Source: an optimization exercise on an open RTL-to-GDS flow (aim: small area). Production flows keep margins and buffers that such runs may drop.
Function was checked by simulation only, so behaviour that the tests miss may differ from the original.
No activity file was given, so power comes from the tool's default toggle rates.

==> design/flow/design.v <==
`timescale 1ns / 1ps
module top(input clk, rst, reset, start_stop, mode, edit_shift, inc, output reg buzzer, output [0:6] seg,output [3:0] digit,output [4:0] mode_value);
reg [5:0] seconds, minutes;
reg [4:0] hours;
reg [1:0] edit_place;
reg [5:0] seconds_temp, minutes_temp;
reg [4:0] hours_temp;
reg [4:0] day_temp;
reg [3:0] month_temp;
reg [5:0] al_minutes;
reg [4:0] al_hours;
reg tm_state, tm_nstate;
reg sw_state, sw_nstate;
reg alarm_state, alarm_nstate;
reg [2:0] state;
reg adv;
reg trigger;
wire chg;
wire sC = ~(state[2] | state[1] | state[0]);
wire sE = ~state[1] & state[0];
wire sT = state[1] & ~state[0];
wire sW = state[1] & state[0];
wire sA = state[2];
wire [2:0] state_nx = sA ? 3'd0 : state + 3'd1;
wire [2:0] state_pv = sC ? 3'd4 : state - 3'd1;
wire [2:0] mstate = chg ? state_pv : state;
assign mode_value = {mstate==3'd0, mstate==3'd1, mstate==3'd2, mstate==3'd3, mstate==3'd4};
reg sclk;
reg [6:0] count;
wire tick = sclk & (count == 7'd0);
reg [5:0] scount;
wire [5:0] sc_inc = scount + {5'd0, ~scount[5]};
wire lt30 = scount < 6'd30;
wire eq30 = scount == 6'd30;
wire eq31 = scount == 6'd31;
wire gt30 = ~lt30 & ~eq30;
wire sc_zero = scount == 6'd0;
assign chg = trigger & sc_zero;
reg [4:0] a_count;
wire [4:0] ac_inc = a_count + {4'd0, ~&a_count};
wire alarm_match = hours_temp==al_hours && minutes_temp==al_minutes && alarm_state;
wire [5:0] lo, hi;
digits digits_1(clk,reset,rst,state[1],seconds,minutes,hours,lo,hi);
seven_seg seven_seg_1(clk,reset,rst,state,start_stop,inc,tm_state,sw_state,alarm_state,~lt30,edit_place,count,lo,hi,seg,digit);
always @(posedge clk) begin
    if(rst) begin
        count<=0;
        sclk<=1'b0;
    end
    else if(count==99) begin
        count<=0;
        sclk<=~sclk;
    end
    else count<=count+7'd1;
end
always @(posedge clk) begin
    if(rst) begin
        seconds_temp<=0;
        minutes_temp<=0;
        hours_temp<=0;
        buzzer<=0;
    end
    else begin
        if(sE && !edit_place[1] && eq31 && (reset || inc)) begin
            hours_temp<=hours;
            minutes_temp<=minutes;
            if (reset)
                seconds_temp<=seconds;
        end
        if(tick) begin
            seconds_temp<=seconds_temp + 1;
            if(seconds_temp==59) begin
                seconds_temp<=0;
                minutes_temp<=minutes_temp + 1;
                if(minutes_temp==59) begin
                    minutes_temp<=0;
                    hours_temp<=hours_temp + 1;
                    if(hours_temp==23)
                        hours_temp<=0;
                end
            end
        end
        if(alarm_match) begin
            if(seconds_temp==0)
                buzzer<=1;
            else if(start_stop && buzzer && a_count==30)
                buzzer<=0;
        end
        else
            buzzer<=0;
    end
end
always @(posedge clk) begin
    if(alarm_match && seconds_temp==0)
        a_count<=a_count;
    else if(alarm_match && start_stop && buzzer)
        a_count<=ac_inc;
    else
        a_count<=0;
end
always@(posedge clk) begin
    if(rst) begin
        day_temp<=1;
        month_temp<=1;
    end
    else begin
        if(sE && edit_place[1] && eq31 && (reset || inc)) begin
            day_temp<=hours;
            month_temp<=minutes[3:0];
        end
        if(seconds_temp==59 && minutes_temp==59 && hours_temp==23 && sclk && count==99) begin
            day_temp<=day_temp + 1;
            if(month_temp==2 && day_temp==28) begin
                day_temp<=1;
                month_temp<=month_temp + 1;
            end
            else if(day_temp== (30+((month_temp & 1)^(month_temp>7)))) begin
                day_temp<=1;
                month_temp<=month_temp + 1;
                if(month_temp==12)
                    month_temp<=1;
            end
        end
    end
end
wire nb_all = ~reset & ~mode & ~edit_shift & ~inc & ~start_stop;
wire c_al   = ~mode & alarm_state & start_stop;
wire c_inc  = ~mode & ~(alarm_state & start_stop) & inc;
wire idle0  = ~mode & ~(alarm_state & start_stop) & ~inc;
wire e_rst  = reset;
wire e_es   = ~reset & ~mode & edit_shift;
wire e_inc  = ~reset & ~mode & ~edit_shift & inc;
wire idle1  = ~reset & ~mode & ~edit_shift & ~inc;
wire t_rst  = ~tm_state & reset;
wire t_inc  = ~tm_state & ~reset & ~mode & inc;
wire t_es   = ~tm_state & ~reset & ~mode & ~inc & edit_shift;
wire t_ss   = ~tm_state & ~reset & ~mode & ~inc & ~edit_shift & start_stop;
wire idle2  = tm_state ? ~start_stop : nb_all;
wire w_rst  = ~sw_state & reset;
wire w_ss   = ~sw_state & ~reset & ~mode & start_stop;
wire idle3  = sw_state ? ~start_stop : (~reset & ~mode & ~start_stop);
wire a_inc  = ~alarm_state & ~mode & ~start_stop & inc;
wire a_es   = ~alarm_state & ~mode & ~start_stop & ~inc & edit_shift;
wire idle4  = ~mode & ~start_stop & (alarm_state | (~inc & ~edit_shift));
wire idle = (sC & idle0) | (sE & idle1) | (sT & idle2) | (sW & idle3) | (sA & idle4);
wire leave = (sC & idle0) | (sE & idle1) | (sT & ~tm_state & nb_all) | (sW & ~sw_state & ~reset & ~mode & ~start_stop) | (sA & idle4);
wire mode_act = mode & (sC | sA | (~reset & (sE | (sT & ~tm_state) | (sW & ~sw_state))));
wire es_act = (sE & e_es) | (sT & t_es) | (sA & a_es);
wire cd = sT & tm_state & ~start_stop & tick & tm_nstate;
wire sw = sW & sw_state & ~start_stop & tick & sw_nstate;
wire min_zero = minutes == 6'd0;
wire sec_zero = seconds == 6'd0;
wire min_ge59 = minutes >= 6'd59;
wire sec_59 = seconds == 6'd59;
wire [4:0] dim = 5'd30 + {4'd0, month_temp[0] ^ (month_temp > 4'd7)};
always @(posedge clk) begin
    if (rst) begin
        scount<=0;
        state<=0;
        adv<=0;
        trigger<=0;
        edit_place<=0;
    end
    else begin
        if (idle)
            scount<=0;
        else if (!(sC && !mode && !lt30))
            scount<=sc_inc;
        if (leave) begin
            state<=adv ? state_nx : state;
            adv<=1'b0;
        end
        else if (mode_act && eq30)
            adv<=1'b1;
        if (sC)
            trigger<=(mode && eq30) || (trigger && !sc_zero);
        else if (sA)
            trigger<=idle4 && adv;
        else if ((sE | (sW & ~sw_state)) && mode_act && gt30)
            trigger<=1'b1;
        else if (sT && mode_act && eq30)
            trigger<=1'b1;
        else if ((sE | (sT & ~tm_state) | (sW & ~sw_state)) && idle && adv)
            trigger<=1'b1;
        else
            trigger<=1'b0;
        if (es_act && eq30)
            edit_place<=sE ? edit_place + 2'd1 : {1'b0, edit_place==2'd0};
        else if (trigger && !sC && !(es_act && gt30))
            edit_place<=0;
    end
end
always @(posedge clk) begin
    if (rst) begin
        seconds<=0;
        minutes<=0;
        hours<=0;
        tm_state<=0;
        tm_nstate<=0;
        sw_state<=0;
        sw_nstate<=0;
        alarm_state<=0;
        alarm_nstate<=0;
        al_minutes<=0;
        al_hours<=0;
    end
    else begin
        if (sC) begin
            if (idle0) seconds<=seconds_temp;
        end
        else if (sE) begin
            if (e_rst && eq30 && !edit_place[1]) seconds<=0;
        end
        else if (sT) begin
            if ((t_rst || t_inc) && gt30) ;
            else if (t_rst && eq30) seconds<=0;
            else if (t_inc && eq30 && edit_place!=2'd1) seconds<=sec_59 ? 6'd0 : seconds+6'd1;
            else if (cd) seconds<=sec_zero ? (min_zero ? 6'd0 : 6'd59) : seconds-6'd1;
            else if (trigger) seconds<=0;
        end
        else if (sW) begin
            if (w_rst && gt30) ;
            else if (w_rst && eq30) seconds<=0;
            else if (sw) seconds<=sec_59 ? (min_ge59 ? seconds : 6'd0) : seconds+6'd1;
            else if (trigger) seconds<=0;
        end
        if (sC) begin
            if (c_al && !lt30) minutes<=al_minutes;
            else if (c_inc && !lt30) minutes<={2'd0, month_temp};
            else if (idle0) minutes<=minutes_temp;
        end
        else if (sE) begin
            if (e_rst && eq30) minutes<={5'd0, edit_place[1]};
            else if (e_inc && eq30 && edit_place==2'd0) minutes<=(minutes!=6'd59) ? minutes+6'd1 : 6'd0;
            else if (e_inc && eq30 && edit_place==2'd2) minutes<=(minutes<12) ? minutes+6'd1 : 6'd1;
            else if (idle1) minutes<=edit_place[1] ? {2'd0, month_temp} : minutes_temp;
        end
        else if (sT) begin
            if ((t_rst || t_inc) && gt30) ;
            else if (t_rst && eq30) minutes<=0;
            else if (t_inc && eq30 && edit_place==2'd1) minutes<=(minutes!=6'd60) ? minutes+6'd1 : 6'd0;
            else if (cd && sec_zero) minutes<=min_zero ? minutes : minutes-6'd1;
            else if (trigger) minutes<=0;
        end
        else if (sW) begin
            if (w_rst && gt30) ;
            else if (w_rst && eq30) minutes<=0;
            else if (sw && !min_ge59 && sec_59) minutes<=minutes+6'd1;
            else if (sw && min_ge59 && sec_59) ;
            else if (trigger) minutes<=0;
        end
        else if (sA) begin
            if (a_inc && eq30 && edit_place==2'd0) minutes<=(minutes<59) ? minutes+6'd1 : 6'd0;
            else if (trigger) minutes<=al_minutes;
        end
        if (sC) begin
            if (c_al && !lt30) hours<=al_hours;
            else if (c_inc && !lt30) hours<=day_temp;
            else if (idle0) hours<=hours_temp;
        end
        else if (sE) begin
            if (e_rst && eq30) hours<={4'd0, edit_place[1]};
            else if (e_inc && eq30 && edit_place==2'd1) hours<=(hours<23) ? hours+5'd1 : 5'd0;
            else if (e_inc && eq30 && edit_place==2'd3) hours<=((minutes==2) ? (hours<28) : (hours<dim)) ? hours+5'd1 : 5'd1;
            else if (idle1) hours<=edit_place[1] ? day_temp : hours_temp;
        end
        else if (sA) begin
            if (a_inc && eq30 && edit_place==2'd1) hours<=(hours<23) ? hours+5'd1 : 5'd0;
            else if (trigger) hours<=al_hours;
        end
        if (sA && !alarm_state && idle4) begin
            al_minutes<=minutes;
            al_hours<=hours;
        end
        if (sT) begin
            if (t_ss && eq30) tm_nstate<=1'b1;
            else if (tm_state && start_stop && eq30) tm_nstate<=1'b0;
            else if (cd && min_zero && sec_zero) tm_nstate<=1'b0;
            if (idle2) tm_state<=tm_nstate;
        end
        if (sW) begin
            if (w_ss && eq30) sw_nstate<=1'b1;
            else if (sw_state && start_stop && eq30) sw_nstate<=1'b0;
            else if (sw && min_ge59 && sec_59) sw_nstate<=1'b0;
            if (idle3) sw_state<=sw_nstate;
        end
        if (sA && !mode && start_stop && eq30)
            alarm_nstate<=~alarm_state;
        if ((sC && idle0) || (sA && idle4))
            alarm_state<=alarm_nstate;
    end
end
endmodule
`timescale 1ns / 1ps
module digits(
    input clk,
    input reset,
    input rst,
    input sel_sec,
    input [5:0] seconds, minutes,
    input [4:0] hours,
    output reg [5:0] lo,
    output reg [5:0] hi
    );
    always @(posedge clk or posedge reset)
    begin
        if (reset) begin
            lo <= 0;
            hi <= 0;
        end
        else if (rst) begin
            lo <= 0;
            hi <= 0;
        end
        else if (sel_sec) begin
            lo <= seconds;
            hi <= minutes;
        end
        else begin
            lo <= minutes;
            hi <= {1'b0, hours};
        end
    end
endmodule
`timescale 1ns / 1ps
module seven_seg(
    input clk_100MHz,
    input reset,
    input rst,
    input [2:0] state,
    input start_stop,
    input inc,
    input tm_state,
    input sw_state,
    input alarm_state,
    input held,
    input [1:0] edit_place,
    input [6:0] count,
    input [5:0] lo,
    input [5:0] hi,
    output reg [0:6] seg,
    output [3:0] digit
    );
    reg [1:0] digit_select;
    reg [1:0] digit_timer;
    wire sclk = count > 7'd49;
    always @(posedge clk_100MHz or posedge reset) begin
        if(reset) begin
            digit_select <= 0;
            digit_timer <= 0;
        end
        else if(rst) begin
            digit_select <= 0;
            digit_timer <= 0;
        end
        else
            {digit_select, digit_timer} <= {digit_select, digit_timer} + 4'd1;
    end
    assign digit = ~(4'b0001 << digit_select);
    wire [5:0] val = digit_select[1] ? hi : lo;
    wire [3:0] dv = digit_select[0] ? val / 10 : val % 10;
    wire left = digit_select[1];
    wire blink =
        (state==0 && alarm_state && start_stop && held) ||
        (state==0 && inc && held) ||
        (state==1 && edit_place[0]==left) ||
        (state==2 && !tm_state && edit_place=={1'b0,left}) ||
        (state==3 && !sw_state) ||
        (state==4 && !alarm_state && edit_place=={1'b0,left});
    always @* begin
        if (blink && !sclk)
            seg = 7'b111_1111;
        else
            case(dv)
                4'd0 : seg = 7'b000_0001;
                4'd1 : seg = 7'b100_1111;
                4'd2 : seg = 7'b001_0010;
                4'd3 : seg = 7'b000_0110;
                4'd4 : seg = 7'b100_1100;
                4'd5 : seg = 7'b010_0100;
                4'd6 : seg = 7'b010_0000;
                4'd7 : seg = 7'b000_1111;
                4'd8 : seg = 7'b000_0000;
                4'd9 : seg = 7'b000_0100;
                default : seg = 7'b111_1111;
            endcase
    end
endmodule
==> design/flow/flow/run.sh <==
#!/bin/bash
# Standard synthesis; then an area-oriented re-synthesis of the combinational
# logic only (registers keep their instances, names and cell types), tried with
# a few random seeds of which the smallest is kept; then the standard layout
# from floorplan to finish, with the smallest buffers on the ports and
# mid-size clock buffers.
set -euo pipefail
WORK=$(pwd)
R=$WORK/orfs/results/$FLOW_PLATFORM/top/base
bash standard.sh synth > $WORK/std_synth.log 2>&1
cp $R/1_2_yosys.v $WORK/std_1_2_yosys.v
LIB=$FLOW_HOME/platforms/$FLOW_PLATFORM/lib/sky130_fd_sc_hd__tt_025C_1v80.lib
DU=$(sed -n '/DONT_USE_CELLS += /,/^#/p' $FLOW_HOME/platforms/$FLOW_PLATFORM/config.mk | grep -o "sky130_fd_sc_hd__[a-z0-9_]*" | sed 's/^/-dont_use /' | tr '\n' ' ')
for S in 1 2 3 4; do
  printf "strash\n&get -n\n&deepsyn -T 90 -S $S\n&deepsyn -T 90 -S $((S+10))\n&deepsyn -T 90 -S $((S+20))\n&put\ndch -f\namap -m -F 4 -A 10\ntopo\n" > $WORK/reopt_$S.abc
  sed -e "s#@LIB@#$LIB#g" -e "s#@DU@#$DU#g" -e "s#@IN@#$WORK/std_1_2_yosys.v#g" -e "s#@OUT@#$WORK/reopt_$S.v#g" -e "s#@ABC@#$WORK/reopt_$S.abc#g" $WORK/flow/reopt.ys > $WORK/reopt_$S.ys
  yosys -s $WORK/reopt_$S.ys > $WORK/reopt_$S.log 2>&1 &
done
wait
BEST=""; BA=""
for S in 1 2 3 4; do
  A=$(grep "Chip area for module" $WORK/reopt_$S.log | tail -1 | awk '{print $NF}')
  echo "seed $S: $A" >> $WORK/reopt_areas.txt
  # keep only a netlist whose registers are exactly the standard synthesis's
  NF=$(grep -cE "^ +sky130_fd_sc_hd__[a-z]*df[a-z0-9]*_[0-9]+ " $WORK/reopt_$S.v || true)
  NS=$(grep -cE "^ +sky130_fd_sc_hd__[a-z]*df[a-z0-9]*_[0-9]+ " $WORK/std_1_2_yosys.v || true)
  if grep -qE "^ *reg " $WORK/reopt_$S.v; then A=""; fi
  if [[ "$NF" != "$NS" ]]; then A=""; fi
  echo "seed $S: flops $NF/$NS area '$A'" >> $WORK/reopt_areas.txt
  if [[ -n "$A" && -s $WORK/reopt_$S.v ]] && { [[ -z "$BA" ]] || awk "BEGIN{exit !($A < $BA)}"; }; then BEST=$S; BA=$A; fi
done
echo "best: seed $BEST ($BA)" >> $WORK/reopt_areas.txt
if [[ -n "$BEST" ]]; then cp $WORK/reopt_$BEST.v $R/1_2_yosys.v; fi
bash standard.sh "BUFFER_PORTS_ARGS=-buffer_cell sky130_fd_sc_hd__buf_1" "CTS_ARGS=-sink_clustering_enable -repair_clock_nets -dont_use_dummy_load -buf_list {sky130_fd_sc_hd__clkbuf_4 sky130_fd_sc_hd__clkbuf_8} -sink_clustering_size 12" finish > $WORK/std_layout.log 2>&1
==> design/flow/flow/reopt.ys <==
read_liberty -ignore_miss_func @LIB@
read_verilog @IN@
hierarchy -top top
setattr -mod -set keep_hierarchy 1 sky130_fd_sc_hd__*df*
flatten
opt_clean
abc -liberty @LIB@ @DU@ -script @ABC@
opt_clean -purge
splitnets
hilomap -singleton -hicell sky130_fd_sc_hd__conb_1 HI -locell sky130_fd_sc_hd__conb_1 LO
insbuf -buf sky130_fd_sc_hd__buf_4 A X
select top
stat -liberty @LIB@
write_verilog -noattr -nohex -nodec -selected @OUT@
==> design/flow/standard.sh <==
#!/bin/bash
# synth_recipe.tcl (not shown) runs the flow's synth.tcl, then flattens the netlist and writes it again
# the make line also repeats each setting of config.mk as NAME=value (left out here)
make -C /OpenROAD-flow-scripts/flow DESIGN_CONFIG=/design/flow/config.mk WORK_HOME=/design/flow/orfs CLKGATE_MAP_FILE= SYNTH_SCRIPT=/design/flow/synth_recipe.tcl "${@:-finish}"
==> design/flow/config.mk <==
export PLATFORM = sky130hd
export DESIGN_NAME = top
export DESIGN_NICKNAME = top
export VERILOG_FILES = /design/flow/design.v
export SDC_FILE = /design/flow/constraint.sdc
export NUM_CORES = 4
export LEC_CHECK = 0
export ABC_AREA = 1
export CAP_MARGIN = 20
export CORE_MARGIN = 2
export CORE_UTILIZATION = 40
export SLEW_MARGIN = 20
==> design/flow/constraint.sdc <==
create_clock -name core_clock -period 10.0 [get_ports {clk}]
set_input_delay 2.0000 -clock core_clock [delete_from_list [all_inputs] [get_ports {clk}]]
set_output_delay 2.0000 -clock core_clock [all_outputs]
set_load 0.01 [all_outputs]
==> results of run 1 <==
==> state kept, by name (all words and copies together) (netlist names), 6 cells and up <==
signal and count:
minutes 6, count 7, digits_1.hi 6, scount 6
al_minutes 6, digits_1.lo 6, seconds_temp 6, minutes_temp 6
seconds 6
==> power by group <==
| part | switching (mW) | internal, mW |
|---|---|---|
| sequential | 0.00805 | 0.423 |
| combinational | 0.0589 | 0.0240 |
| clock | 0.136 | 0.0812 |
==> area by class of cell <==
| type | instances | area share |
|---|---|---|
| timing repair buffer | 26 | 0.0180 |
| inverter | 118 | 0.0732 |
| sequential | 103 | 0.362 |
| multi-input combinational | 534 | 0.489 |
| tap | 180 | 0.0372 |
| clock buffer | 9 | 0.0205 |
==> through the flow <==
step,util,instance area [um2],instances
2_1_floorplan,-,5590,755
3_3_place_gp,0.430,5930,961
3_5_place_dp,0.430,5930,961
4_1_cts,0.439,6050,970
5_1_grt,0.439,6050,970
6_report,0.439,6050,970
==> worst register-to-register path: stages, from the launching register on <==
cell	delay, ns
dfxtp_1	0.33
or3_1	0.40
nor4_1	0.18
nand3_1	0.32
nor3_1	0.46
nand4_1	0.28
nor2_1	0.24
nand3_1	0.23
clkinv_1	0.19
o221ai_1	0.14
nand2_1	0.09
o2111ai_1	0.27
nor2_1	0.27
o21ai_0	0.17
clkinv_1	0.09
o221ai_1	0.15
a211oi_1	0.21
a211oi_1	0.07
==> final timing paths <==
kind | end | slack, ns | from | cells after the start
setup reg to reg | minutes[5] | 5.80 | count[2] | 17
hold reg to reg | count[0] | 0.46 | count[0] | 1
min in group asynchronous | digits_1.lo[3] | 1.83 | reset | 2
max in group asynchronous | seven_seg_1.digit_select[1] | 7.80 | reset | 2
setup / recovery | seg[0] | 3.75 | start_stop | 10
hold / removal | count[0] | 0.46 | count[0] | 1
==> routing by layer <==
layer  track usage  share of wire
met5             0              0
met3        0.0655          0.070
met4        0.0869          0.022
met1         0.331           0.46
met2         0.381           0.45
==> cell usage in the layout (no fill, tap or decap), types with 4 or more instances in the layout <==
cell      count
o221ai_1      5
clkbuf_8      9
nor3_1       27
edfxtp_1      5
a22oi_1       6
nand4_1       9
dfxtp_1      82
clkinv_1    118
o32ai_1       8
a21oi_1      30
nor2b_1       5
a222oi_1     11
or4_1         5
o21a_1       10
a211oi_1      6
nor4_1       13
nor2_1      130
nand2_1      54
nand3_1       5
o21ai_0      70
or3_1        11
buf_1        23
a221oi_1     13
o31ai_1       4
a31oi_1      13
o22ai_1      53
o211ai_1      8
dfrtp_1      16
==> results_dict.tcl, run 1 <==
set metrics [dict create \
    drive_gt1_frac 0.0152 \
    netlist_area_um2 5590 \
    multi_input_area_um2 2960 \
    track_usage 0.246 \
    grt_max_degree 35 \
    cp_data_required_time_ns 8.00 \
    syn_nets 762 \
    grt_pass1_wl_mm 28.3 \
    cts_inserted_buffers 9 \
    drt-wirelength-per-cell_um 18.4 \
    port_buffers 23 \
    regArea_um2 2190 \
    fin_skew_ns 0.0268 \
    io_pins 24 \
    critical_path_buf_inv_count 2 \
    syn_to_final_growth_pct 8.19 \
    clock_path_buffers 2 \
    syn_avg_cell_area_um2 7.41 \
    numClockSinks 103 \
    crit_path_start_kind "input pin" \
    hold_path_class "flip-flop to flip-flop" \
    status "complete, no violations" \
    syn_inst 755 \
    firstDrtPassIters 8 \
    hold_violations 0 \
    critPathMaxStageDelay_ns 0.45 \
    initial_core_util 0.406 \
    cp_slowest_cell "a311oi_1" \
    drt.antenna.violating_nets 0 \
    antenna_found_initial 0 \
    crit_chain "buf_1 > a21oi_1 > nor3_1 > a21oi_1 > o22a_1 > a311oi_1 > nor2_1 > a22oi_1 > a21boi_0 > buf_1" \
    nFillCells 1459 \
    power_density_nw_per_um2 121 \
    drcViolationCount 0 \
    dr_total_vias 5929 \
    setup_ws_ns 3.75 \
    die_x_um 122 \
    clockRootBuffer "clkbuf_8" \
    grt-ovfl-total 0 \
    finalMaxSlewViolations 0 \
    die_area_um2 14900 \
    rsz0062_at_grt "false" \
    worstSetupPathType "input pin to output pin" \
    chipHeight_um 122 \
    drt_iter0_drc 666 \
    grt_pass1_vias 5418 \
    htree_levels 3 \
    synth-warning-count 3 \
    nNetsFinal 799 \
    fmax_mhz 160 \
    vias_per_cell 6.11 \
    placementRows 43 \
    routed_wl_mm 17.8 \
    core-area_um2 13800 \
    vdd_drop_max_mv 0.0829 \
    path_delay_family "compound AO/OA/AOI/OAI gates" \
    drv_cap 0 \
    clock_latency_ns 0.40 \
    p_leak_nw 1.95 \
    cts_resized 0 \
    setup_tns_ns 0 \
    arrival_ns 4.25 \
    tightest_slew_ns 0.730 \
    finalCritPeriodShare 0.625 \
    ctsHoldBuffers 0 \
    post-place-ws_ns 3.80 \
    postCtsSetupRepairBufs 0 \
    relSlewSlack 0.509 \
    clk_pin_slew_worst_paths_ns 0.08 \
    whs_ns 0.456 \
    finalSetupViolations 0 \
    finalPower_mw 0.731 \
    gp_congestion 0.938 \
    min_period_ns 6.25 \
    critPathMaxFanout 5 \
    antenna_cells 0 \
    end_kind "output pin" \
    dpl.hpwl_mm 13.6 \
    cts_tree "built" \
]
==> run 2: changes to the inputs <==
--- a/design/flow/design.v
+++ b/design/flow/design.v
@@ -39,9 +39,7 @@
 reg [4:0] a_count;
 wire [4:0] ac_inc = a_count + {4'd0, ~&a_count};
 wire alarm_match = hours_temp==al_hours && minutes_temp==al_minutes && alarm_state;
-wire [5:0] lo, hi;
-digits digits_1(clk,reset,rst,state[1],seconds,minutes,hours,lo,hi);
-seven_seg seven_seg_1(clk,reset,rst,state,start_stop,inc,tm_state,sw_state,alarm_state,~lt30,edit_place,count,lo,hi,seg,digit);
+seven_seg seven_seg_1(clk,reset,rst,state,start_stop,inc,tm_state,sw_state,alarm_state,~lt30,edit_place,count>7'd49,seconds,minutes,hours,seg,digit);
 always @(posedge clk) begin
     if(rst) begin
         count<=0;
@@ -293,34 +291,15 @@
 endmodule
 `timescale 1ns / 1ps
 module digits(
-    input clk,
-    input reset,
-    input rst,
     input sel_sec,
+    input [1:0] dsel,
     input [5:0] seconds, minutes,
     input [4:0] hours,
-    output reg [5:0] lo,
-    output reg [5:0] hi
+    output [3:0] dig
     );
-    always @(posedge clk or posedge reset)
-    begin
-        if (reset) begin
-            lo <= 0;
-            hi <= 0;
-        end
-        else if (rst) begin
-            lo <= 0;
-            hi <= 0;
-        end
-        else if (sel_sec) begin
-            lo <= seconds;
-            hi <= minutes;
-        end
-        else begin
-            lo <= minutes;
-            hi <= {1'b0, hours};
-        end
-    end
+    wire [5:0] val = dsel[1] ? (sel_sec ? minutes : {1'b0, hours})
+                             : (sel_sec ? seconds : minutes);
+    assign dig = dsel[0] ? val / 10 : val % 10;
 endmodule
 `timescale 1ns / 1ps
 module seven_seg(
@@ -335,30 +314,31 @@
     input alarm_state,
     input held,
     input [1:0] edit_place,
-    input [6:0] count,
-    input [5:0] lo,
-    input [5:0] hi,
+    input half,
+    input [5:0] seconds, minutes,
+    input [4:0] hours,
     output reg [0:6] seg,
     output [3:0] digit
     );
     reg [1:0] digit_select;
     reg [1:0] digit_timer;
-    wire sclk = count > 7'd49;
+    reg [3:0] dig;
+    wire sclk = half;
+    wire [3:0] scan_nx = rst ? 4'd0 : {digit_select, digit_timer} + 4'd1;
+    wire [3:0] dig_nx;
+    digits digits_1(state[1], scan_nx[3:2], seconds, minutes, hours, dig_nx);
     always @(posedge clk_100MHz or posedge reset) begin
         if(reset) begin
             digit_select <= 0;
             digit_timer <= 0;
+            dig <= 0;
         end
-        else if(rst) begin
-            digit_select <= 0;
-            digit_timer <= 0;
+        else begin
+            {digit_select, digit_timer} <= scan_nx;
+            dig <= rst ? 4'd0 : dig_nx;
         end
-        else
-            {digit_select, digit_timer} <= {digit_select, digit_timer} + 4'd1;
     end
     assign digit = ~(4'b0001 << digit_select);
-    wire [5:0] val = digit_select[1] ? hi : lo;
-    wire [3:0] dv = digit_select[0] ? val / 10 : val % 10;
     wire left = digit_select[1];
     wire blink =
         (state==0 && alarm_state && start_stop && held) ||
@@ -371,7 +351,7 @@
         if (blink && !sclk)
             seg = 7'b111_1111;
         else
-            case(dv)
+            case(dig)
                 4'd0 : seg = 7'b000_0001;
                 4'd1 : seg = 7'b100_1111;
                 4'd2 : seg = 7'b001_0010;
==> results_dict.tcl, run 2 <==
set metrics [dict create \
    die_area_um2 14400 \
    syn_to_final_growth_pct 8.56 \
    grt-ovfl-total 0 \
    post-place-ws_ns 3.40 \
    netlist_area_um2 5380 \
    cp_data_required_time_ns 8.00 \
    hold_violations 0 \
    core-area_um2 13200 \
    gp_congestion 0.946 \
    final_common_cell "clkinv_1" \
    reg2reg_from "state[1]" \
    antenna_cells 0 \
    vdd_drop_max_mv 0.0769 \
    drt-wirelength-per-cell_um 18.7 \
    arrival_ns 4.68 \
    r2r_setup_slack_ns 5.48 \
    ctsHoldBuffers 0 \
    grt_max_degree 32 \
    crit_end "seg[0]" \
    clockRootBuffer "clkbuf_8" \
    largest_register "count" \
    synth-warning-count 2 \
    drt_iter0_drc 686 \
    track_usage 0.251 \
    p_leak_nw 1.89 \
    cts_inserted_buffers 9 \
    syn_nets 757 \
    port_buffers 23 \
    power_density_nw_per_um2 119 \
    chipHeight_um 120 \
    numClockSinks 95 \
    reg2reg_to "minutes[5]" \
    crit_path_start_kind "input pin" \
    critPathMaxFanout 13 \
    dpl.cell_count 953 \
    min_period_ns 6.68 \
    dr_total_vias 5965 \
    antenna_found_initial 0 \
    hold_path_class "flip-flop to flip-flop" \
    cp_slowest_cell "clkinv_1" \
    grt_pass1_wl_mm 28.4 \
    layout_common_cells "clkinv_1, nor2_1, dfxtp_1" \
    finalPower_mw 0.698 \
    firstDrtPassIters 6 \
    routed_wl_mm 18.0 \
    end_kind "output pin" \
    vias_per_cell 6.20 \
    postCtsSetupRepairBufs 0 \
    cts_tree "built" \
    clock_path_buffers 2 \
    worstSetupPathType "input pin to output pin" \
    drv_cap 0 \
    critPathMaxStageDelay_ns 0.47 \
    htree_levels 3 \
    nNetsFinal 795 \
    syn_avg_cell_area_um2 7.17 \
    tightest_slew_ns 1.02 \
    drcViolationCount 0 \
    setup_tns_ns 0 \
    fin_skew_ns 0.0249 \
    cts_resized 0 \
    crit_chain "buf_1 > clkinv_1 > o21ai_0 > clkinv_1 > nand2_1 > a221oi_1 > o41a_1 > o211ai_1 > o21a_1 > o21a_1 > buf_1" \
    drt.antenna.violating_nets 0 \
    rsz0062_at_grt "false" \
    finalSetupViolations 0 \
    die_x_um 120 \
    worstRegToRegCells 15 \
    clk_pin_slew_worst_paths_ns 0.09 \
    relSlewSlack 0.315 \
    fmax_mhz 150 \
    initial_core_util 0.408 \
    clock_latency_ns 0.38 \
    largest_reg_flops 7 \
    syn_inst 750 \
    io_pins 24 \
    finalCritPeriodShare 0.668 \
    drive_gt1_frac 0.0165 \
    placementRows 42 \
    finalNonFillerCells 962 \
    grt_pass1_vias 5385 \
    setup_ws_ns 3.32 \
    status "complete, no violations" \
    worstSetupStartpoint "start_stop" \
    finalMaxSlewViolations 0 \
    dpl.hpwl_mm 13.8 \
]
[run 2: cell count changes in the layout (fill, tap and decap cells not counted), sizes merged, moves of 4 or more]
cell     change
clkinv      +15
nand3       +12
nor2        -11
o22ai       -11
nand2       +10
dfrtp        -8
nor3         +7
o21ai        -7
or3          -7
a2111oi      +6
nor4         -6
a211oi       +5
o221ai       +5
a221oi       -4
[run 2: power by group]
group	switching, mW	internal [mW]
Clock	0.127	0.0810
Combinational	0.0602	0.0254
Sequential	0.0120	0.392
Total	0.200	0.498
[run 2: area by class of cell]
class                      count  area [um2]
sequential                    95        1990
inverter                     133         499
multi-input combinational    522        2890
fill                        1392        7350
timing repair buffer          27         116
tap                          176         220
clock buffer                   9         124
[run 2: worst min-delay path by stage]
| stage | slack (ns) | start | cells after the start | to |
|---|---|---|---|---|
| after global placement | 0.44 | count[0] | 1 | count[0] |
| after floorplan | 0.42 | count[0] | 1 | count[0] |
| after CTS | 0.47 | count[0] | 1 | count[0] |
| final | 0.46 | sw_nstate | 2 | sw_state |
| after global routing | 0.49 | sw_nstate | 2 | sw_state |
| after detailed placement | 0.45 | count[0] | 1 | count[0] |
[run 2: worst max-delay path: cells and delay by family]
family          cells  cell delay (ns)
buf+inv             4             1.11
compound gates      6             1.45
simple gates        1             0.13
[run 2: metrics by stage]
step | util | instance area [um2] | hold slack [ns]
2_1_floorplan | - | 5380 | 0.419
3_3_place_gp | 0.433 | 5720 | 0.442
3_5_place_dp | 0.433 | 5720 | 0.447
4_1_cts | 0.443 | 5840 | 0.468
5_1_grt | 0.443 | 5840 | 0.495
6_report | 0.443 | 5840 | 0.463
[run 2: routing by layer]
layer	GRT usage	routed length [um]
met3	0.0437	1200
met4	0.111	531
met1	0.347	8210
met2	0.385	8020
met5	0	0
==> run 3: changes to the inputs <==
--- a/design/flow/design.v
+++ b/design/flow/design.v
@@ -89,7 +89,9 @@
     end
 end
 always @(posedge clk) begin
-    if(alarm_match && seconds_temp==0)
+    if(rst)
+        a_count<=0;
+    else if(alarm_match && seconds_temp==0)
         a_count<=a_count;
     else if(alarm_match && start_stop && buzzer)
         a_count<=ac_inc;
==> design/flow/flow/run.sh (replaced) <==
#!/bin/bash
# Standard synthesis; then an area-oriented re-synthesis of the combinational
# logic only (registers keep their instances, names and cell types): a few
# rounds of ABC's &deepsyn with four random seeds each, every round starting
# from the smallest result so far; then the standard layout from floorplan to
# finish, with the smallest buffers on the ports and mid-size clock buffers.
set -euo pipefail
WORK=$(pwd)
R=$WORK/orfs/results/$FLOW_PLATFORM/top/base
RO=$WORK/reopt
mkdir -p $RO
bash standard.sh synth > $WORK/std_synth.log 2>&1
cp $R/1_2_yosys.v $WORK/std_1_2_yosys.v
LIB=$FLOW_HOME/platforms/$FLOW_PLATFORM/lib/sky130_fd_sc_hd__tt_025C_1v80.lib
CELLS=$(sed -n '/DONT_USE_CELLS += /,/^#/p' $FLOW_HOME/platforms/$FLOW_PLATFORM/config.mk | grep -o "sky130_fd_sc_hd__[a-z0-9_]*")
DU=$(for c in $CELLS; do echo -n "-dont_use $c "; done)
XL=$(for c in $CELLS; do echo -n "-X $c "; done)
MAP="dch -f
amap -m -F 4 -A 10
topo"

# yosys run of the re-synthesis with ABC script $1, netlist to $2
ys() {
  sed -e "s#@LIB@#$LIB#g" -e "s#@DU@#$DU#g" -e "s#@IN@#$WORK/std_1_2_yosys.v#g" -e "s#@OUT@#$2#g" -e "s#@ABC@#$1#g" $WORK/flow/reopt.ys > $1.ys
  yosys -s $1.ys > $1.log 2>&1
}

# the combinational logic as an AIG with yosys's names
printf "strash\n&get -n\n&put\nwrite_aiger -s $RO/r0.aig\n" > $RO/r0.abc
ys $RO/r0.abc $RO/r0.v
CUR=$RO/r0.aig
for ROUND in 1 2 3; do
  for S in 1 2 3 4; do
    N=r${ROUND}_$S
    yosys-abc -c "read_lib -v $XL $LIB; read_aiger $CUR; &get -n; &deepsyn -T 90 -S $((ROUND*10+S)); &put; write_aiger -s $RO/$N.aig; $(echo "$MAP" | tr '\n' ';') print_stats" > $RO/$N.log 2>&1 &
  done
  wait
  BA=""
  for S in 1 2 3 4; do
    N=r${ROUND}_$S
    A=$(grep -o "area = *[0-9.]*" $RO/$N.log | tail -1 | grep -o "[0-9.]*$" || true)
    echo "round $ROUND seed $S: $A" >> $WORK/reopt_areas.txt
    if [[ -n "$A" && -s $RO/$N.aig ]] && { [[ -z "$BA" ]] || awk "BEGIN{exit !($A < $BA)}"; }; then BA=$A; CUR=$RO/$N.aig; fi
  done
  echo "round $ROUND: best $CUR ($BA)" >> $WORK/reopt_areas.txt
done

# map the best AIG back into the netlist
yosys-abc -c "read_aiger $CUR; write_blif $RO/best.blif" > $RO/best_blif.log 2>&1
sed -i '1,5s/^\.model .*/.model netlist/' $RO/best.blif
printf "read_blif $RO/best.blif\nstrash\n$MAP\n" > $RO/final.abc
ys $RO/final.abc $RO/final.v || true
# and a single-round fallback straight from the standard netlist
printf "strash\n&get -n\n&deepsyn -T 90 -S 1\n&put\n$MAP\n" > $RO/single.abc
ys $RO/single.abc $RO/single.v || true

# keep the smaller netlist whose registers are exactly the standard synthesis's
NS=$(grep -cE "^ +sky130_fd_sc_hd__[a-z]*df[a-z0-9]*_[0-9]+ " $WORK/std_1_2_yosys.v || true)
BEST=""; BA=""
for C in final single; do
  A=$(grep "Chip area for module" $RO/$C.abc.log 2>/dev/null | tail -1 | awk '{print $NF}' || true)
  NF=$(grep -cE "^ +sky130_fd_sc_hd__[a-z]*df[a-z0-9]*_[0-9]+ " $RO/$C.v 2>/dev/null || true)
  if [[ ! -s $RO/$C.v ]] || grep -qE "^ *reg " $RO/$C.v || [[ "$NF" != "$NS" ]]; then A=""; fi
  echo "$C: flops $NF/$NS area '$A'" >> $WORK/reopt_areas.txt
  if [[ -n "$A" ]] && { [[ -z "$BA" ]] || awk "BEGIN{exit !($A < $BA)}"; }; then BEST=$C; BA=$A; fi
done
echo "chosen: $BEST ($BA)" >> $WORK/reopt_areas.txt
if [[ -n "$BEST" ]]; then cp $RO/$BEST.v $R/1_2_yosys.v; fi
bash standard.sh "BUFFER_PORTS_ARGS=-buffer_cell sky130_fd_sc_hd__buf_1" "CTS_ARGS=-sink_clustering_enable -repair_clock_nets -dont_use_dummy_load -buf_list {sky130_fd_sc_hd__clkbuf_4 sky130_fd_sc_hd__clkbuf_8} -sink_clustering_size 12" finish > $WORK/std_layout.log 2>&1
--- a/design/flow/flow/reopt.ys
+++ b/design/flow/flow/reopt.ys
@@ -8,7 +8,7 @@
 opt_clean -purge
 splitnets
 hilomap -singleton -hicell sky130_fd_sc_hd__conb_1 HI -locell sky130_fd_sc_hd__conb_1 LO
-insbuf -buf sky130_fd_sc_hd__buf_4 A X
+insbuf -buf sky130_fd_sc_hd__buf_1 A X
 select top
 stat -liberty @LIB@
 write_verilog -noattr -nohex -nodec -selected @OUT@
==> results_dict.tcl, run 3 <==
set metrics [dict create \
    status "complete, no violations" \
    netlist_area_um2 5310 \
    reg2reg_from "state[1]" \
    fmax_mhz 145 \
    largest_reg_flops 7 \
    die_area_um2 14200 \
    hold_path_class "flip-flop to flip-flop" \
    rsz0062_at_grt "false" \
    initial_core_util 0.406 \
    largest_register "count" \
    critical_path_buf_inv_count 4 \
    p_comb_frac 0.118 \
    relSlewSlack 0.357 \
    tightest_slew_ns 0.955 \
    crit_path_start_kind "input pin" \
    netSwitchingFraction 0.281 \
    numClockSinks 95 \
    grt_pass1_wl_mm 28.2 \
    intPower_mw 0.491 \
    finalPower_mw 0.683 \
    dr_total_vias 5811 \
    path_delay_family "compound AO/OA/AOI/OAI gates" \
    firstDrtPassIters 7 \
    p_leak_nw 1.86 \
    p_seq_frac 0.578 \
    vias_per_cell 6.10 \
    finalNonFillerCells 952 \
    clk_pin_slew_worst_paths_ns 0.09 \
    end_kind "output pin" \
    hold_violations 0 \
    drt_iter0_drc 468 \
    grt_pass1_vias 5560 \
    layout_common_cells "clkinv_1, nor2_1, dfxtp_1" \
    cts_resized 0 \
    arrival_ns 4.89 \
    fin_skew_ns 0.0204 \
    routed_wl_mm 17.5 \
    syn_to_final_growth_pct 8.81 \
    cp_data_required_time_ns 8.00 \
    finalCritPeriodShare 0.689 \
    grt-ovfl-total 0 \
    worstRegToRegCells 19 \
    drive_gt1_frac 0.0180 \
    drv_cap 0 \
    grt_max_degree 33 \
    regArea_um2 1940 \
    min_path_cells 1 \
    vdd_drop_max_mv 0.0774 \
    postCtsSetupRepairBufs 0 \
    drt-wirelength-per-cell_um 18.4 \
    htree_levels 3 \
    synth-warning-count 2 \
    switchingPower_mw 0.192 \
    antenna_cells 0 \
    min_period_ns 6.89 \
    syn_inst 739 \
    post-place-ws_ns 3.24 \
    syn_nets 746 \
    hold_path_end "count[0]" \
    dpl.hpwl_mm 13.3 \
    placementRows 42 \
    worstSetupPathType "input pin to output pin" \
    port_buffers 23 \
    chipHeight_um 119 \
    ctsHoldBuffers 0 \
    share_clk_of_total_power 0.305 \
    power_density_nw_per_um2 118 \
    critPathMaxFanout 11 \
    die_x_um 119 \
    track_usage 0.250 \
    drt.antenna.violating_nets 0 \
    critPathMaxStageDelay_ns 0.52 \
    setup_tns_ns 0 \
    syn_avg_cell_area_um2 7.19 \
    multi_input_area_um2 2910 \
    dpl.cell_count 943 \
    cp_slowest_cell "o32ai_1" \
    nNetsFinal 785 \
    post-route-util 0.442 \
    setup_ws_ns 3.11 \
    gp_congestion 0.991 \
    finalSetupViolations 0 \
    antenna_found_initial 0 \
    reg2reg_to "hours[2]" \
    clock_latency_ns 0.39 \
    cts_inserted_buffers 9 \
    finalMaxSlewViolations 0 \
    core-area_um2 13100 \
    nFillCells 1383 \
    io_pins 24 \
    crit_chain "buf_1 > clkinv_1 > o21ai_0 > nor2_1 > o32ai_1 > a31oi_1 > o32ai_1 > clkinv_1 > o211ai_1 > o21a_1 > o21a_1 > buf_1" \
    r2r_setup_slack_ns 5.43 \
    worstSetupStartpoint "start_stop" \
    clock_path_buffers 2 \
    min_from "count[0]" \
    drcViolationCount 0 \
    cts_tree "built" \
    clockRootBuffer "clkbuf_8" \
]
==> run 3: power groups by stage <==
stage	Combinational [mW]	Sequential (mW)	Clock, mW
finish	0.0804	0.395	0.208
global route	0.0876	0.396	0.229
CTS	0.0784	0.395	0.214
detailed placement	0.0778	0.403	0
global placement	0.0765	0.403	0
floorplan	0.0516	0.401	0
==> run 3: worst reg2reg max path, delay by kind of cell, from the launching register on <==
family                 cells  cell delay [ns]
DFF                        1             0.45
AOI/OAI and AO/OA          6             1.28
and+or+nand+nor           10             2.24
buffers and inverters      3             0.47
==> run 3: worst max-delay path by stage <==
stage          slack, ns      to  cells past startpoint
2_1_floorplan       4.01  seg[0]                     10
3_3_place_gp        3.43  seg[0]                     12
3_5_place_dp        3.24  seg[0]                     12
4_1_cts             3.18  seg[0]                     12
5_1_grt             2.87  seg[0]                     12
6_report            3.11  seg[0]                     12
==> run 3: area by class of cell <==
class | instances | area share
clock buffers | 9 | 0.0214
inverters | 124 | 0.0805
multi-input cells | 520 | 0.503
flip-flops and latches | 95 | 0.336
well taps | 176 | 0.0381
repair buffers | 28 | 0.0214
==> run 3: metal layers <==
layer / vias to the layer above / GRT usage / part of all wire
met2: 239 / 0.414 / 0.47
li1: 2812 / - / -
met4: 0 / 0.106 / 0.026
met3: 36 / 0.0383 / 0.070
met5: - / 0 / 0
met1: 2724 / 0.323 / 0.43
==> run 3: stage by stage <==
step | hold slack, ns | instance area (um2)
2_1_floorplan | 0.419 | 5310
3_3_place_gp | 0.432 | 5660
3_5_place_dp | 0.444 | 5660
4_1_cts | 0.461 | 5780
5_1_grt | 0.489 | 5780
6_report | 0.461 | 5780
==> run 4: changes to the inputs <==
--- a/design/flow/design.v
+++ b/design/flow/design.v
@@ -25,31 +25,40 @@
 wire [2:0] state_pv = sC ? 3'd4 : state - 3'd1;
 wire [2:0] mstate = chg ? state_pv : state;
 assign mode_value = {mstate==3'd0, mstate==3'd1, mstate==3'd2, mstate==3'd3, mstate==3'd4};
-reg sclk;
-reg [6:0] count;
-wire tick = sclk & (count == 7'd0);
+reg sclk, half;
+reg [5:0] c50;
+wire c50_first = c50 == 6'b000001;
+wire c50_last  = c50 == 6'b011010;
+wire tick = sclk & ~half & c50_first;
+localparam [5:0] SC0 = 6'b000001;
 reg [5:0] scount;
-wire [5:0] sc_inc = scount + {5'd0, ~scount[5]};
-wire lt30 = scount < 6'd30;
-wire eq30 = scount == 6'd30;
-wire eq31 = scount == 6'd31;
-wire gt30 = ~lt30 & ~eq30;
-wire sc_zero = scount == 6'd0;
+wire eq30 = scount == 6'b110010;
+wire eq31 = scount == 6'b100100;
+wire eq32 = scount == 6'b001001;
+wire [5:0] sc_inc = eq32 ? scount : {scount[4:0], scount[5] ^ scount[4]};
+wire lt30 = ~(eq30 | eq31 | eq32);
+wire gt30 = eq31 | eq32;
+wire sc_zero = scount == SC0;
 assign chg = trigger & sc_zero;
+localparam [4:0] AC0 = 5'b00001;
 reg [4:0] a_count;
-wire [4:0] ac_inc = a_count + {4'd0, ~&a_count};
+wire ac_eq30 = a_count == 5'b10000;
+wire [4:0] ac_inc = ac_eq30 ? 5'd0 : {a_count[3:0], a_count[4] ^ a_count[2]};
 wire alarm_match = hours_temp==al_hours && minutes_temp==al_minutes && alarm_state;
-seven_seg seven_seg_1(clk,reset,rst,state,start_stop,inc,tm_state,sw_state,alarm_state,~lt30,edit_place,count>7'd49,seconds,minutes,hours,seg,digit);
+seven_seg seven_seg_1(clk,reset,rst,state,start_stop,inc,tm_state,sw_state,alarm_state,~lt30,edit_place,half,seconds,minutes,hours,seg,digit);
 always @(posedge clk) begin
     if(rst) begin
-        count<=0;
+        c50<=6'b000001;
+        half<=1'b0;
         sclk<=1'b0;
     end
-    else if(count==99) begin
-        count<=0;
-        sclk<=~sclk;
+    else if(c50_last) begin
+        c50<=6'b000001;
+        half<=~half;
+        if(half)
+            sclk<=~sclk;
     end
-    else count<=count+7'd1;
+    else c50<={c50[4:0], c50[5] ^ c50[4]};
 end
 always @(posedge clk) begin
     if(rst) begin
@@ -81,7 +90,7 @@
         if(alarm_match) begin
             if(seconds_temp==0)
                 buzzer<=1;
-            else if(start_stop && buzzer && a_count==30)
+            else if(start_stop && buzzer && ac_eq30)
                 buzzer<=0;
         end
         else
@@ -90,13 +99,13 @@
 end
 always @(posedge clk) begin
     if(rst)
-        a_count<=0;
+        a_count<=AC0;
     else if(alarm_match && seconds_temp==0)
         a_count<=a_count;
     else if(alarm_match && start_stop && buzzer)
         a_count<=ac_inc;
     else
-        a_count<=0;
+        a_count<=AC0;
 end
 always@(posedge clk) begin
     if(rst) begin
@@ -108,7 +117,7 @@
             day_temp<=hours;
             month_temp<=minutes[3:0];
         end
-        if(seconds_temp==59 && minutes_temp==59 && hours_temp==23 && sclk && count==99) begin
+        if(seconds_temp==59 && minutes_temp==59 && hours_temp==23 && sclk && half && c50_last) begin
             day_temp<=day_temp + 1;
             if(month_temp==2 && day_temp==28) begin
                 day_temp<=1;
@@ -155,7 +164,7 @@
 wire [4:0] dim = 5'd30 + {4'd0, month_temp[0] ^ (month_temp > 4'd7)};
 always @(posedge clk) begin
     if (rst) begin
-        scount<=0;
+        scount<=SC0;
         state<=0;
         adv<=0;
         trigger<=0;
@@ -163,7 +172,7 @@
     end
     else begin
         if (idle)
-            scount<=0;
+            scount<=SC0;
         else if (!(sC && !mode && !lt30))
             scount<=sc_inc;
         if (leave) begin
--- a/design/flow/config.mk
+++ b/design/flow/config.mk
@@ -9,4 +9,5 @@
 export CAP_MARGIN = 20
 export CORE_MARGIN = 2
 export CORE_UTILIZATION = 40
+export GPL_TIMING_DRIVEN = 0
 export SLEW_MARGIN = 20
==> results_dict.tcl, run 4 <==
set metrics [dict create \
    postCtsSetupRepairBufs 0 \
    drt-wirelength-per-cell_um 18.4 \
    syn_avg_cell_area_um2 7.10 \
    initial_core_util 0.406 \
    post-route-util 0.439 \
    drcViolationCount 0 \
    cp_slowest_cell "clkinv_1" \
    cts_inserted_buffers 9 \
    clk_pin_slew_worst_paths_ns 0.07 \
    cts_resized 0 \
    finalSetupViolations 0 \
    critPathMaxStageDelay_ns 0.44 \
    io_pins 24 \
    fin_skew_ns 0.0177 \
    critPathMaxFanout 11 \
    fmax_mhz 147 \
    htree_levels 3 \
    die_area_um2 14200 \
    worstSetupPathType "input pin to output pin" \
    chipHeight_um 119 \
    finalCritPeriodShare 0.679 \
    placed_cell_area_um2 5610 \
    synth-warning-count 2 \
    power_density_nw_per_um2 123 \
    finalMaxSlewViolations 0 \
    critical_path_buf_inv_count 4 \
    clock_path_buffers 2 \
    core-area_um2 13100 \
    routed_wl_mm 17.5 \
    status "complete, no violations" \
    dr_total_vias 5883 \
    grt_pass1_wl_mm 28.7 \
    antenna_found_initial 0 \
    rsz0062_at_grt "false" \
    final_common_cell "clkinv_1" \
    hold_path_class "flip-flop to flip-flop" \
    setup_tns_ns 0 \
    grt-ovfl-total 0 \
    finalInstanceArea_um2 5740 \
    tightest_slew_ns 1.02 \
    drive_gt1_frac 0.0141 \
    numClockSinks 95 \
    dpl.cell_count 946 \
    arrival_ns 4.79 \
    placementRows 42 \
    cts_tree "built" \
    drt.antenna.violating_nets 0 \
    drt_iter0_drc 544 \
    path_delay_family "compound AO/OA/AOI/OAI gates" \
    firstDrtPassIters 8 \
    clock_latency_ns 0.38 \
    worstSetupStartpoint "start_stop" \
    r2r_setup_slack_ns 4.69 \
    crit_path_start_kind "input pin" \
    grt_pass1_vias 5560 \
    p_leak_nw 1.78 \
    dpl.hpwl_mm 13.4 \
    vias_per_cell 6.16 \
    cp_data_required_time_ns 8.00 \
    die_x_um 119 \
    layout_common_cells "clkinv_1, nor2_1, dfxtp_1" \
    netlist_area_um2 5310 \
    drv_cap 0 \
    whs_ns 0.449 \
    antenna_cells 0 \
    reg2reg_from "c50[5]" \
    syn_nets 754 \
    ctsHoldBuffers 0 \
    nNetsFinal 788 \
    port_buffers 23 \
    clockRootBuffer "clkbuf_8" \
    min_period_ns 6.79 \
    hold_violations 0 \
    track_usage 0.254 \
    syn_to_final_growth_pct 8.23 \
    syn_inst 747 \
    finalNonFillerCells 955 \
    grt_max_degree 31 \
    crit_chain "buf_1 > clkinv_1 > o21ai_0 > nor2_1 > nor2_1 > a21oi_1 > o21ai_0 > clkinv_1 > o211ai_1 > o21a_1 > o21a_1 > buf_1" \
    gp_congestion 0.932 \
    min_from "c50[2]" \
    end_kind "output pin" \
    vdd_drop_max_mv 0.0490 \
    relSlewSlack 0.315 \
]
run 4: per-stage QoR:
stage	worst slack, ns	total power, mW
2_1_floorplan	4.27	0.470
3_3_place_gp	3.37	0.501
3_5_place_dp	3.33	0.503
4_1_cts	3.31	0.711
5_1_grt	2.95	0.740
6_report	3.21	0.706
run 4: report_power, final:
part           switching, mW  internal (mW)
Sequential            0.0117          0.389
Combinational         0.0671         0.0286
Clock                  0.128         0.0810
run 4: tightest hold or removal path: cells and delay by family (launching register included):
family	cells	cell delay (ns)
DFF	1	0.30
buffers and inverters	1	0.07
and+or+nand+nor	1	0.04
run 4: area by class of cell:
cell class,count,area (um2)
Clock buffer,9,124
Tap cell,176,220
Inverter,133,499
Sequential cell,95,1940
Multi-Input combinational cell,519,2870
Timing Repair Buffer,23,87.6
Fill cell,1389,7340
run 4: per-layer routing:
layer	track usage	up-vias	wire (um)	share of wire
met5	0	-	0	0
met4	0.103	0	368	0.021
met3	0.0398	34	1340	0.076
met2	0.404	260	7940	0.45
met1	0.345	2772	7890	0.45
li1	-	2817	-	-
run 4: final timing paths:
path	depth (start not counted)	to
hold reg to reg	2	c50[3]
setup reg to reg	17	minutes[5]
setup / recovery	12	seg[0]
hold / removal	2	c50[3]
min in group asynchronous	2	seven_seg_1.digit_select[1]
max in group asynchronous	2	seven_seg_1.dig[3]
==> run 5: changes to the inputs <==
--- a/design/flow/flow/run.sh
+++ b/design/flow/flow/run.sh
@@ -29,7 +29,7 @@
 printf "strash\n&get -n\n&put\nwrite_aiger -s $RO/r0.aig\n" > $RO/r0.abc
 ys $RO/r0.abc $RO/r0.v
 CUR=$RO/r0.aig
-for ROUND in 1 2 3; do
+for ROUND in 1 2 3 4 5; do
   for S in 1 2 3 4; do
     N=r${ROUND}_$S
     yosys-abc -c "read_lib -v $XL $LIB; read_aiger $CUR; &get -n; &deepsyn -T 90 -S $((ROUND*10+S)); &put; write_aiger -s $RO/$N.aig; $(echo "$MAP" | tr '\n' ';') print_stats" > $RO/$N.log 2>&1 &
==> results_dict.tcl, run 5 <==
set metrics [dict create \
    placementRows 41 \
    syn_nets 748 \
    final_common_cell "clkinv_1" \
    setup_tns_ns 0 \
    relSlewSlack 0.268 \
    critPathMaxStageDelay_ns 0.36 \
    switchingPower_mw 0.199 \
    drt_iter0_drc 586 \
    syn_avg_cell_area_um2 7.05 \
    placed_cell_area_um2 5530 \
    crit_chain "buf_1 > clkinv_1 > o21ai_0 > clkinv_1 > nand2_1 > a311oi_1 > o21ai_0 > clkinv_1 > o31ai_1 > o21ai_0 > o21ai_0 > buf_1" \
    finalInstanceArea_um2 5650 \
    finalCritPeriodShare 0.632 \
    nNetsFinal 782 \
    gp_congestion 0.974 \
    hold_path_class "flip-flop to flip-flop" \
    netSwitchingFraction 0.287 \
    dpl.hpwl_mm 13.1 \
    post-route-util 0.446 \
    worstSetupStartpoint "start_stop" \
    whs_ns 0.427 \
    dpl.cell_count 936 \
    firstDrtPassIters 6 \
    numClockSinks 95 \
    clock_path_buffers 2 \
    post-place-ws_ns 3.75 \
    antenna_cells 0 \
    port_buffers 23 \
    vias_per_cell 6.10 \
    drv_cap 0 \
    core-area_um2 12700 \
    htree_levels 3 \
    drt.antenna.violating_nets 0 \
    cts_tree "built" \
    clock_latency_ns 0.39 \
    finalMaxSlewViolations 0 \
    die_x_um 118 \
    cp_common_cell "o21ai_0" \
    vdd_drop_max_mv 0.0518 \
    chipHeight_um 118 \
    finalSetupViolations 0 \
    hold_violations 0 \
    cp_slowest_cell "o21ai_0" \
    fin_skew_ns 0.0171 \
    worstSetupPathType "input pin to output pin" \
    ctsHoldBuffers 0 \
    critPathMaxFanout 9 \
    initial_core_util 0.412 \
    grt-ovfl-total 0 \
    fmax_mhz 158 \
    nFillCells 1353 \
    grt_pass1_wl_mm 27.8 \
    min_period_ns 6.32 \
    grt_pass1_vias 5335 \
    syn_to_final_growth_pct 8.16 \
    cts_resized 0 \
    postCtsSetupRepairBufs 0 \
    synth-warning-count 2 \
    power_density_nw_per_um2 122 \
    netlist_area_um2 5230 \
    layout_common_cells "clkinv_1, nor2_1, dfxtp_1" \
    p_comb_frac 0.122 \
    grt_max_degree 29 \
    clk_pin_slew_worst_paths_ns 0.09 \
    routed_wl_mm 17.1 \
    status "complete, no violations" \
    finalNonFillerCells 945 \
    arrival_ns 4.32 \
    rsz0062_at_grt "false" \
    drive_gt1_frac 0.0129 \
    share_clk_of_total_power 0.303 \
    intPower_mw 0.493 \
    track_usage 0.250 \
    end_kind "output pin" \
    syn_inst 741 \
    p_leak_nw 1.73 \
    drt-wirelength-per-cell_um 18.1 \
    antenna_found_initial 0 \
    cts_inserted_buffers 9 \
    drcViolationCount 0 \
    die_area_um2 14000 \
    crit_path_start_kind "input pin" \
    cp_data_required_time_ns 8.00 \
    tightest_slew_ns 1.09 \
    io_pins 24 \
    clockRootBuffer "clkbuf_8" \
    min_from "c50[2]" \
    finalPower_mw 0.692 \
    setup_ws_ns 3.68 \
    p_seq_frac 0.576 \
    reg2reg_from "state[0]" \
    dr_total_vias 5768 \
]
## run 5: cell count changes in the layout (fill, tap and decap cells not counted), sizes merged, moves of 7 or more
cell	before	now
a211oi	5	12
a21oi	30	22
a221oi	4	11
a31oi	14	6
nand2	49	71
nor3	43	27
o21ai	69	79
o221ai	5	13
## run 5: routing by layer
layer  wire [um]  vias to the layer above  GRT usage
met5           0                        -          0
met4         744                        0      0.133
met3        1180                       46     0.0410
met2        7370                      268      0.386
met1        7790                     2706      0.333
li1            -                     2748          -
## run 5: layout make-up
cell class                 count  area [um2]  share of cell area
clock buffer                   9         124              0.0219
sequential                    95        1940               0.344
timing repair buffer          23        87.6              0.0155
tap                          172         215              0.0381
multi-input combinational    509        2770               0.490
inverter                     137         514              0.0910
## run 5: power groups by stage
stage | clock network, mW | registers, mW | logic, mW
3_3_place_gp | 0 | 0.406 | 0.0807
5_1_grt | 0.233 | 0.400 | 0.0935
6_report | 0.209 | 0.398 | 0.0843
2_1_floorplan | 0 | 0.404 | 0.0560
3_5_place_dp | 0 | 0.406 | 0.0828
4_1_cts | 0.216 | 0.398 | 0.0831
## run 5: worst max-delay path, delay by kind of cell
family	cells	cell delay, ns
AND/OR/NAND/NOR	1	0.14
buffers and inverters	5	1.01
AO/OA/AOI/OAI	6	1.17
## run 5: path summary, 6_finish.rpt
check / to / slack [ns] / cells past startpoint
max: seg[3] / 3.68 / 12
min reg2reg: c50[3] / 0.43 / 2
min in group asynchronous: seven_seg_1.digit_timer[1] / 1.71 / 2
max reg2reg: minutes[5] / 5.60 / 18
max in group asynchronous: seven_seg_1.digit_select[0] / 8.00 / 2
min: c50[3] / 0.43 / 2
==> run 6: changes to the inputs <==
--- a/design/flow/flow/run.sh
+++ b/design/flow/flow/run.sh
@@ -29,7 +29,7 @@
 printf "strash\n&get -n\n&put\nwrite_aiger -s $RO/r0.aig\n" > $RO/r0.abc
 ys $RO/r0.abc $RO/r0.v
 CUR=$RO/r0.aig
-for ROUND in 1 2 3 4 5; do
+for ROUND in 1 2 3 4 5 6 7 8; do
   for S in 1 2 3 4; do
     N=r${ROUND}_$S
     yosys-abc -c "read_lib -v $XL $LIB; read_aiger $CUR; &get -n; &deepsyn -T 90 -S $((ROUND*10+S)); &put; write_aiger -s $RO/$N.aig; $(echo "$MAP" | tr '\n' ';') print_stats" > $RO/$N.log 2>&1 &
==> results_dict.tcl, run 6 <==
set metrics [dict create \
    status "complete, no violations" \
    r2r_setup_slack_ns 5.90 \
    antenna_found_initial 0 \
    relSlewSlack 0.343 \
    firstDrtPassIters 6 \
    grt_max_degree 26 \
    syn_avg_cell_area_um2 7.01 \
    setup_ws_ns 3.55 \
    numClockSinks 95 \
    clk_pin_slew_worst_paths_ns 0.09 \
    whs_ns 0.442 \
    use_met1 0.342 \
    core-area_um2 13100 \
    postCtsSetupRepairBufs 0 \
    synth-warning-count 2 \
    placementRows 42 \
    syn_nets 766 \
    worstSetupStartpoint "start_stop" \
    finalCritPeriodShare 0.645 \
    grt_pass1_wl_mm 28.1 \
    io_pins 24 \
    cts_resized 0 \
    grt-busiest-layer "met2" \
    grt_pass1_vias 5420 \
    clockRootBuffer "clkbuf_8" \
    critPathMaxFanout 9 \
    drt_iter0_drc 532 \
    post-place-ws_ns 3.52 \
    drv_cap 0 \
    cts_inserted_buffers 9 \
    rsz0062_at_grt "false" \
    syn_inst 759 \
    drt.antenna.violating_nets 0 \
    drt-wirelength-per-cell_um 18.2 \
    die_area_um2 14200 \
    finalMaxSlewViolations 0 \
    finalPower_mw 0.702 \
    crit_end "seg[3]" \
    worstRegToRegCells 15 \
    netlist_area_um2 5320 \
    placed_cell_area_um2 5660 \
    tightest_slew_ns 0.979 \
    clock_path_buffers 2 \
    reg2reg_from "state[1]" \
    p_leak_nw 1.84 \
    drcViolationCount 0 \
    dr_total_vias 5894 \
    cp_data_required_time_ns 8.00 \
    htree_levels 3 \
    min_from "c50[2]" \
    dpl.hpwl_mm 13.6 \
    ctsHoldBuffers 0 \
    finalInstanceArea_um2 5790 \
    port_buffers 23 \
    vdd_drop_max_mv 0.0573 \
    min_period_ns 6.45 \
    worstSetupPathType "input pin to output pin" \
    setup_tns_ns 0 \
    globalRouteMet2Util 0.402 \
    nFillCells 1406 \
    nNetsFinal 801 \
    finalSetupViolations 0 \
    crit_path_start_kind "input pin" \
    grtUsageMet3 0.0460 \
    cts_tree "built" \
    track_usage 0.252 \
    antenna_cells 0 \
    fmax_mhz 155 \
    layout_common_cells "clkinv_1, nor2_1, dfxtp_1" \
    drive_gt1_frac 0.0164 \
    hold_violations 0 \
    routed_wl_mm 17.6 \
    arrival_ns 4.45 \
    die_x_um 119 \
    power_density_nw_per_um2 121 \
    syn_to_final_growth_pct 8.84 \
    vias_per_cell 6.09 \
    fin_skew_ns 0.0237 \
    clock_latency_ns 0.39 \
    grt-ovfl-total 0 \
    end_kind "output pin" \
    hold_path_class "flip-flop to flip-flop" \
    final_common_cell "clkinv_1" \
    gp_congestion 0.968 \
    reg2reg_to "hours[4]" \
    initial_core_util 0.405 \
    chipHeight_um 119 \
]
[run 6: layer usage]
layer / part of all wire / vias up
met1: 0.44 / 2799
met5: 0 / -
li1: - / 2832
met3: 0.070 / 25
met2: 0.46 / 238
met4: 0.022 / 0
[run 6: worst min path at each step]
stage	to	cells past startpoint	slack [ns]
6_report	c50[3]	2	0.44
2_1_floorplan	c50[3]	2	0.41
3_3_place_gp	c50[3]	2	0.43
5_1_grt	alarm_state	2	0.47
4_1_cts	c50[3]	2	0.45
3_5_place_dp	c50[3]	2	0.43
[run 6: area by class of cell]
cell class              count  area [um2]  share of cell area
well taps                 176         220              0.0380
flip-flops and latches     95        1940               0.335
inverters                 137         514              0.0888
clock buffers               9         124              0.0214
repair buffers             24         115              0.0199
multi-input cells         527        2880               0.497
[run 6: metrics by stage]
step                      instances   util
after floorplan                 759      -
after global placement          958  0.428
after detailed placement        959  0.431
after CTS                       968  0.440
after global routing            968  0.441
final                           968  0.441
[run 6: worst max-delay path: stages]
cell	delay, ns
buf_1	0.27
clkinv_1	0.39
o21ai_0	0.41
nor2_1	0.10
nor2_1	0.16
a21oi_1	0.11
o22ai_1	0.18
clkinv_1	0.15
nand3_1	0.11
a21boi_0	0.26
o21bai_1	0.15
buf_1	0.16
[run 6: power breakdown]
part | total, mW | leakage, nW | internal (mW) | switching [mW]
Clock | 0.209 | 0.0647 | 0.0810 | 0.128
Sequential | 0.398 | 0.813 | 0.389 | 0.00940
Combinational | 0.0949 | 0.957 | 0.0282 | 0.0667

[static timing again, ports no longer ideal]
No port has a modelled driver above. Below, the same layouts with a new extraction and two added sets of constraints.
Step 1 assumes that a clkbuf_16 drives the clock port and a buf_2 every other input.
Step 2 times the ports against the registers' clock, not the clock port: input delays grow and output delays shrink by t, the midpoint of the rising clock arrivals with the driver on.
Slacks: ideal ports / drivers / drivers and shift; pairs: ideal ports / drivers.
run	shift t [ns]	setup slack, ns	worst setup path after step 2	cell pins on the clock port's net
run 1	0.422	3.748 / 3.723 / 3.723	input to output	1
run 2	0.408	3.318 / 3.296 / 3.296	input to output	1
run 3	0.411	3.110 / 3.086 / 3.086	input to output	1
run 4	0.411	3.206 / 3.184 / 3.184	input to output	1
run 5	0.413	3.683 / 3.661 / 3.661	input to output	1
run 6	0.418	3.550 / 3.526 / 3.381	input to register	1
After both steps setup and hold are still met in every run listed. The setup slack of run 6, which loses most, moves by -0.024 ns with the drivers and by -0.169 ns with both steps.
